Source: an optimization exercise on an open RTL-to-GDS flow (aim: small area and a short achievable clock period). Production flows keep margins and buffers that such runs may drop. In this exercise RTL edits were held to simulation tests only and were not proved equivalent to the original. Power figures rest on the tool's default switching activity, not on a simulated workload.

## the reference run
## CPU
module CPU(
	input logic clk,
	input logic [15:0] inM,
	input logic [15:0] instruction,
	input logic reset,
	output logic [15:0] outM,
	output logic writeM,
	output logic [14:0] addressM,
	output logic [14:0] pc
);
Size in the first run: about 400 cells after synthesis, about 3300 sq um of cells after synthesis.
export LEC_CHECK = 0
export CAP_MARGIN = 20
export CORE_MARGIN = 2
export CORE_UTILIZATION = 40
export SETUP_SLACK_MARGIN = 5
export SLEW_MARGIN = 20
create_clock -name core_clock -period 12.5 [get_ports {clk}]
standard.sh (not shown) runs the stock make flow with config.mk's settings and CLKGATE_MAP_FILE= SYNTH_SCRIPT=/design/flow/synth_recipe.tcl, a recipe that flattens the netlist after the stock synthesis.
==> flow/flow/run.sh <==
#!/bin/bash
# Layout flow: the standard ORFS flow (standard.sh) with two changes:
#  - synthesis maps the logic with the ABC script in flow/abc.script
#    (ORFS's synth.tcl otherwise unchanged; same -nofsm -noshare, flatten and renames)
#  - port buffers are sky130_fd_sc_hd__buf_1 instead of the default choice
set -euo pipefail
W=$PWD
sed "s#log_cmd abc {\*}\$abc_args#log_cmd abc {*}[lreplace \$abc_args 1 1 $W/flow/abc.script]#" \
  "$FLOW_HOME/scripts/synth.tcl" > "$W/synth_custom.tcl"
grep -q "flow/abc.script" "$W/synth_custom.tcl"
sed "s#\$::env(SCRIPTS_DIR)/synth.tcl#$W/synth_custom.tcl#" synth_recipe.tcl > "$W/synth_top.tcl"
grep -q "synth_custom.tcl" "$W/synth_top.tcl"
EXTRA=()
if [[ -f flow/make_args.txt ]]; then mapfile -t EXTRA < <(grep -v '^\s*$' flow/make_args.txt); fi
bash standard.sh SYNTH_SCRIPT="$W/synth_top.tcl" \
  "BUFFER_PORTS_ARGS=-buffer_cell sky130_fd_sc_hd__buf_1" "${EXTRA[@]}" finish > "$W/flow.log" 2>&1
==> flow/flow/abc.script <==
strash; dch; map -a; topo; stime -c
==> flow/flow/make_args.txt <==
SYNTH_KEEP_MODULES=hk_inv hk_and2 hk_nand2 hk_nor2 hk_nand3 hk_xor2 hk_xnor2 hk_aoi22 hk_aoi21 hk_oai21 hk_o22ai
CTS_ARGS=-sink_clustering_enable -repair_clock_nets -dont_use_dummy_load
No stage failed in the reference run, and the final checks on the layout all came back clean.
### the reference run -> the trial run
Settings: SETUP_SLACK_MARGIN now 4.5, was 5.
--- a/flow/flow/make_args.txt
+++ b/flow/flow/make_args.txt
@@ -2 +2,3 @@
 CTS_ARGS=-sink_clustering_enable -repair_clock_nets -dont_use_dummy_load
+CORE_UTILIZATION=65
+PLACE_DENSITY=0.8
[summary]
- The trial run: done, clean on timing, DRC and antenna
- The trial run against the reference run: count of cell instances traversed by the critical path moved up; final instance area moved down.
- End of the critical path: outM[9] -> the reference run, outM[10] -> the trial run
- Re net count after synthesis: no difference whatsoever between the reference run and the trial run.
- In the reports for the trial run and the reference run, the smaller met1 routing resource usage after global routing belongs to the reference run.

Another version of the RTL of CPU (not shown whole).
For scale: roughly 390 cells after synthesis.
Settings: LEC_CHECK=0, CAP_MARGIN=20, CORE_MARGIN=2, CORE_UTILIZATION=40, SETUP_SLACK_MARGIN=4.6, SLEW_MARGIN=20; clock period 12.5 ns.
==> flow/flow/make_args.txt <==
SYNTH_KEEP_MODULES=hk_inv hk_and2 hk_nand2 hk_nor2 hk_nand3 hk_xor2 hk_xnor2 hk_aoi22 hk_aoi21 hk_oai21 hk_o22ai
CTS_ARGS=-sink_clustering_enable -repair_clock_nets -dont_use_dummy_load
Scripts as last shown in full above: flow/flow/run.sh, flow/flow/abc.script
The baseline passed the timing, design-rule and antenna checks.
Next try:
==> flow/flow/make_args.txt (replaced) <==
SYNTH_KEEP_MODULES=hk_inv hk_and2 hk_nand2 hk_nor2 hk_nand3 hk_xor2 hk_xnor2 hk_aoi22 hk_aoi21 hk_oai21 hk_o22ai
CTS_ARGS=-sink_clustering_enable -repair_clock_nets -dont_use_dummy_load
DONT_USE_CELLS=sky130_fd_sc_hd__probe_p_8 sky130_fd_sc_hd__probec_p_8 sky130_fd_sc_hd__lpflow_bleeder_1 sky130_fd_sc_hd__lpflow_clkbufkapwr_1 sky130_fd_sc_hd__lpflow_clkbufkapwr_16 sky130_fd_sc_hd__lpflow_clkbufkapwr_2 sky130_fd_sc_hd__lpflow_clkbufkapwr_4 sky130_fd_sc_hd__lpflow_clkbufkapwr_8 sky130_fd_sc_hd__lpflow_clkinvkapwr_1 sky130_fd_sc_hd__lpflow_clkinvkapwr_16 sky130_fd_sc_hd__lpflow_clkinvkapwr_2 sky130_fd_sc_hd__lpflow_clkinvkapwr_4 sky130_fd_sc_hd__lpflow_clkinvkapwr_8 sky130_fd_sc_hd__lpflow_decapkapwr_12 sky130_fd_sc_hd__lpflow_decapkapwr_3 sky130_fd_sc_hd__lpflow_decapkapwr_4 sky130_fd_sc_hd__lpflow_decapkapwr_6 sky130_fd_sc_hd__lpflow_decapkapwr_8 sky130_fd_sc_hd__lpflow_inputiso0n_1 sky130_fd_sc_hd__lpflow_inputiso0p_1 sky130_fd_sc_hd__lpflow_inputiso1n_1 sky130_fd_sc_hd__lpflow_inputiso1p_1 sky130_fd_sc_hd__lpflow_inputisolatch_1 sky130_fd_sc_hd__lpflow_isobufsrc_1 sky130_fd_sc_hd__lpflow_isobufsrc_16 sky130_fd_sc_hd__lpflow_isobufsrc_2 sky130_fd_sc_hd__lpflow_isobufsrc_4 sky130_fd_sc_hd__lpflow_isobufsrc_8 sky130_fd_sc_hd__lpflow_isobufsrckapwr_16 sky130_fd_sc_hd__lpflow_lsbuf_lh_hl_isowell_tap_1 sky130_fd_sc_hd__lpflow_lsbuf_lh_hl_isowell_tap_2 sky130_fd_sc_hd__lpflow_lsbuf_lh_hl_isowell_tap_4 sky130_fd_sc_hd__lpflow_lsbuf_lh_isowell_4 sky130_fd_sc_hd__lpflow_lsbuf_lh_isowell_tap_1 sky130_fd_sc_hd__lpflow_lsbuf_lh_isowell_tap_2 sky130_fd_sc_hd__lpflow_lsbuf_lh_isowell_tap_4  sky130_fd_sc_hd__o21ai_0 sky130_fd_sc_hd__a21boi_0 sky130_fd_sc_hd__and2_0 sky130_fd_sc_hd__or2_0 sky130_fd_sc_hd__o311ai_0
--- a/flow/config.mk
+++ b/flow/config.mk
@@ -9,4 +9,4 @@
 export CORE_MARGIN = 2
 export CORE_UTILIZATION = 40
-export SETUP_SLACK_MARGIN = 4.6
+export SETUP_SLACK_MARGIN = 4.5
 export SLEW_MARGIN = 20
Outcome: Final cell count increases by 0.34%; routed wire length decreases by 0.99%; via count decreases by 3.0%; flip-flop and latch count is unchanged; non-clock buffer count increases by 2; die area stays the same; register-to-register slack gains 0.03 ns; worst setup slack loses 0.061 ns; total power stays flat.
Next try:
==> flow/flow/make_args.txt (replaced) <==
SYNTH_KEEP_MODULES=hk_inv hk_and2 hk_nand2 hk_nor2 hk_nand3 hk_xor2 hk_xnor2 hk_aoi22 hk_aoi21 hk_oai21 hk_o22ai
CTS_ARGS=-sink_clustering_enable -repair_clock_nets -dont_use_dummy_load
CORE_UTILIZATION=55
PLACE_DENSITY=0.7
After rerunning:
- The changed run completed without violations
- clock-buffer cell count is unchanged
- setup slack degrades by 0.017 ns
- core utilization grows by 16 points
Next try:
==> flow/flow/make_args.txt (replaced) <==
SYNTH_KEEP_MODULES=hk_inv hk_and2 hk_nand2 hk_nor2 hk_nand3 hk_xor2 hk_xnor2 hk_aoi22 hk_aoi21 hk_oai21 hk_o22ai
CTS_ARGS=-sink_clustering_enable -repair_clock_nets -dont_use_dummy_load
--- a/flow/config.mk
+++ b/flow/config.mk
@@ -9,4 +9,4 @@
 export CORE_MARGIN = 2
 export CORE_UTILIZATION = 40
-export SETUP_SLACK_MARGIN = 4.5
+export SETUP_SLACK_MARGIN = 5.0
 export SLEW_MARGIN = 20
What happened:
- critical path depth decreases by 1
- synthesized cell count is unchanged
- via count increases by 7.4%
- final area increases by 15%
- clock power hardly moves
- wire length increases by 20%
Next try:
--- a/flow/config.mk
+++ b/flow/config.mk
@@ -9,4 +9,4 @@
 export CORE_MARGIN = 2
 export CORE_UTILIZATION = 40
-export SETUP_SLACK_MARGIN = 5.0
+export SETUP_SLACK_MARGIN = 4.75
 export SLEW_MARGIN = 20
Result:
- die area stays the same
- final cell count shrinks by 2.8%
- sequential power hardly moves
- routed wire length shrinks by 9.1%
- utilization shrinks by 5.2 points
- critical path depth grows by 1
- worst setup slack loses 0.14 ns
- cell area shrinks by 9.6%
- global-route usage shrinks by 1.2 points

## lane 1
CPU again, from the RTL that the note above started with.
Settings: LEC_CHECK=0, CAP_MARGIN=20, CORE_MARGIN=2, CORE_UTILIZATION=40, SETUP_SLACK_MARGIN=4.25, SLEW_MARGIN=20; clock period 12.5 ns.
==> flow/flow/make_args.txt <==
SYNTH_KEEP_MODULES=hk_inv hk_and2 hk_nand2 hk_nor2 hk_nand3 hk_xor2 hk_xnor2 hk_aoi22 hk_aoi21 hk_oai21 hk_o22ai
CTS_ARGS=-sink_clustering_enable -repair_clock_nets -dont_use_dummy_load
Scripts as last shown in full above: flow/flow/run.sh, flow/flow/abc.script
Setup changes, lane 1 to lane 2
Settings: a change of SETUP_SLACK_MARGIN from 4.25 to 4.5.
Findings:
Compared with lane 1, in lane 2 setup slack at placement increased 0.071 ns; endpoint arrival time on the critical path dropped 0.04 ns; total power now sits higher.
Where worst slew margin relative to its limit is concerned, lane 1 is better than lane 2.
As far as number of stages on the worst hold path is concerned, lane 1 and lane 2 perform about the same.
| tightest hold margin | lower: lane 2 |
Routed wire length per instance grows slightly when moving from lane 1 to lane 2.
Layout overhead on the synthesized area was higher in the run labelled lane 2.
Lane 2 against lane 1: final HPWL from detailed placement picked up an extra 87 um, switching portion of total power increased by 0.25 points relative to the old numbers, final critical-path required period down 0.041 ns.

Setup of run 1:
CPU, a different RTL version from the one above (not shown whole).
For scale: roughly 490 cells after synthesis, ~81 I/O pins, roughly 4400 sq um of cells after synthesis.
clock: 12.5 ns
lec_check: 0
cap_margin: 20
core_margin: 2
core_utilization: 40
slew_margin: 20
==> flow/flow/run.sh <==
#!/bin/bash
cp standard.sh standard_sh_copy.txt
cp config.mk config_copy.txt
export BUFFER_PORTS_ARGS="-buffer_cell sky130_fd_sc_hd__buf_1"
bash standard.sh > standard.log 2>&1
Run 1 completed; timing, DRC and antenna clean
> inputs changed (run 1 -> run 2)
==> flow/run.sh (new file) <==
#!/bin/bash
# synth_recipe.tcl (not shown) runs the flow's synth.tcl, then flattens the netlist and writes it again
# the make line also repeats each setting of config.mk as NAME=value (left out here)
make -C /OpenROAD-flow-scripts/flow DESIGN_CONFIG=/design/flow/config.mk WORK_HOME=/design/flow/orfs CLKGATE_MAP_FILE= SYNTH_SCRIPT=/design/flow/synth_recipe.tcl finish
removed: flow/flow/run.sh
removed: flow/standard.sh
Findings:
Sort run 2 and run 1 by critical path depth, ascending, and run 1 comes first.
Final period utilization (run 2 over run 1): increase, 8.8 points
Clock share of power in run 2 is 0.2 points higher than in run 1
Final weighted congestion of routability-driven global placement (run 2 vs. run 1) decreases slightly
Run 1 vs run 2, cell with the largest stage delay on the worst path: buf_1 vs clkdlybuf4s50_1
Per the comparison of run 2 with run 1, headroom to the max-slew limit decreased 15 points, multi-input combinational gate total essentially unchanged, minimum period implied by the final worst setup slack increased 1100 ps, number of clock buffer instances in the layout increased 2.
After detailed routing, run 1 needs more wire than run 2.
The following lists how run 3 was set up differently from run 2:
- SETUP_SLACK_MARGIN: unset -> 5
--- outcome ---
- Summary of run 3 over run 2: final RePlAce weighted congestion went up 1.8%, critical-path maximum fanout shows a reduction of 12.
- Run 2 → run 3: core utilization now sits higher, post-route met1 wirelength now sits higher.
- [run 3] final critical delay including setup and external delays fell 1730 ps relative to run 2
- The wire length on met2 in run 3 sits about 25% above the value recorded for run 2.

afterwards: timing with drivers on the ports:
How much do the figures lean on ideal ports? The routed layouts below were timed once more, with nothing changed but the port constraints.
Step 1 (the two cells are an assumption about what drives the block):
set clk [get_ports {clk}]
set_driving_cell -lib_cell sky130_fd_sc_hd__clkbuf_16 $clk
set_driving_cell -lib_cell sky130_fd_sc_hd__buf_2 [delete_from_list [all_inputs] $clk]
Step 2 adds t to the input delays and takes it off the output delays; t is the mean of the earliest and latest rising clock arrival at the registers after step 1. Input paths then give back, and output paths get back, about the clock's delay inside the block.
a / b / c = no drivers / after step 1 / after step 2; a / b = the first two.
| run | t (ns) | setup slack, ns | clock arrival spread, ns | slew at the worst register clock pin (ns) | cell pins on the clock port's net |
|---|---|---|---|---|---|
| the reference run | 0.321 | 5.099 / 5.059 / 5.059 | 0.019 / 0.019 | 0.09 / 0.09 | 1 |
| the trial run | 0.324 | 4.727 / 4.704 / 4.704 | 0.019 / 0.019 | 0.09 / 0.09 | 1 |
| the first run of note 2 | 0.327 | 4.808 / 4.774 / 4.774 | 0.022 / 0.022 | 0.10 / 0.10 | 1 |
| the second run of note 2 | 0.323 | 4.747 / 4.722 / 4.722 | 0.015 / 0.014 | 0.09 / 0.09 | 1 |
| the third run of note 2 | 0.322 | 4.730 / 4.694 / 4.694 | 0.013 / 0.014 | 0.09 / 0.09 | 1 |
| the fourth run of note 2 | 0.329 | 5.074 / 5.018 / 5.018 | 0.019 / 0.019 | 0.09 / 0.09 | 1 |
| the fifth run of note 2 | 0.328 | 4.930 / 4.898 / 4.898 | 0.018 / 0.018 | 0.10 / 0.10 | 1 |
| lane 1 | 0.327 | 4.683 / 4.649 / 4.649 | 0.016 / 0.016 | 0.09 / 0.09 | 1 |
| lane 2 | 0.326 | 4.723 / 4.692 / 4.692 | 0.020 / 0.019 | 0.10 / 0.10 | 1 |
| run 1 | 0.347 | 4.017 / 3.975 / 3.975 | 0.013 / 0.013 | 0.11 / 0.11 | 1 |
| run 2 | 0.349 | 2.918 / 2.892 / 2.892 | 0.011 / 0.011 | 0.11 / 0.11 | 1 |
| run 3 | 0.350 | 4.649 / 4.556 / 4.556 | 0.011 / 0.012 | 0.10 / 0.10 | 1 |
After both steps setup and hold are still met in every run listed. For run 3, which loses most, drivers alone change the setup slack by -0.093 ns; drivers and shift together by -0.093 ns.
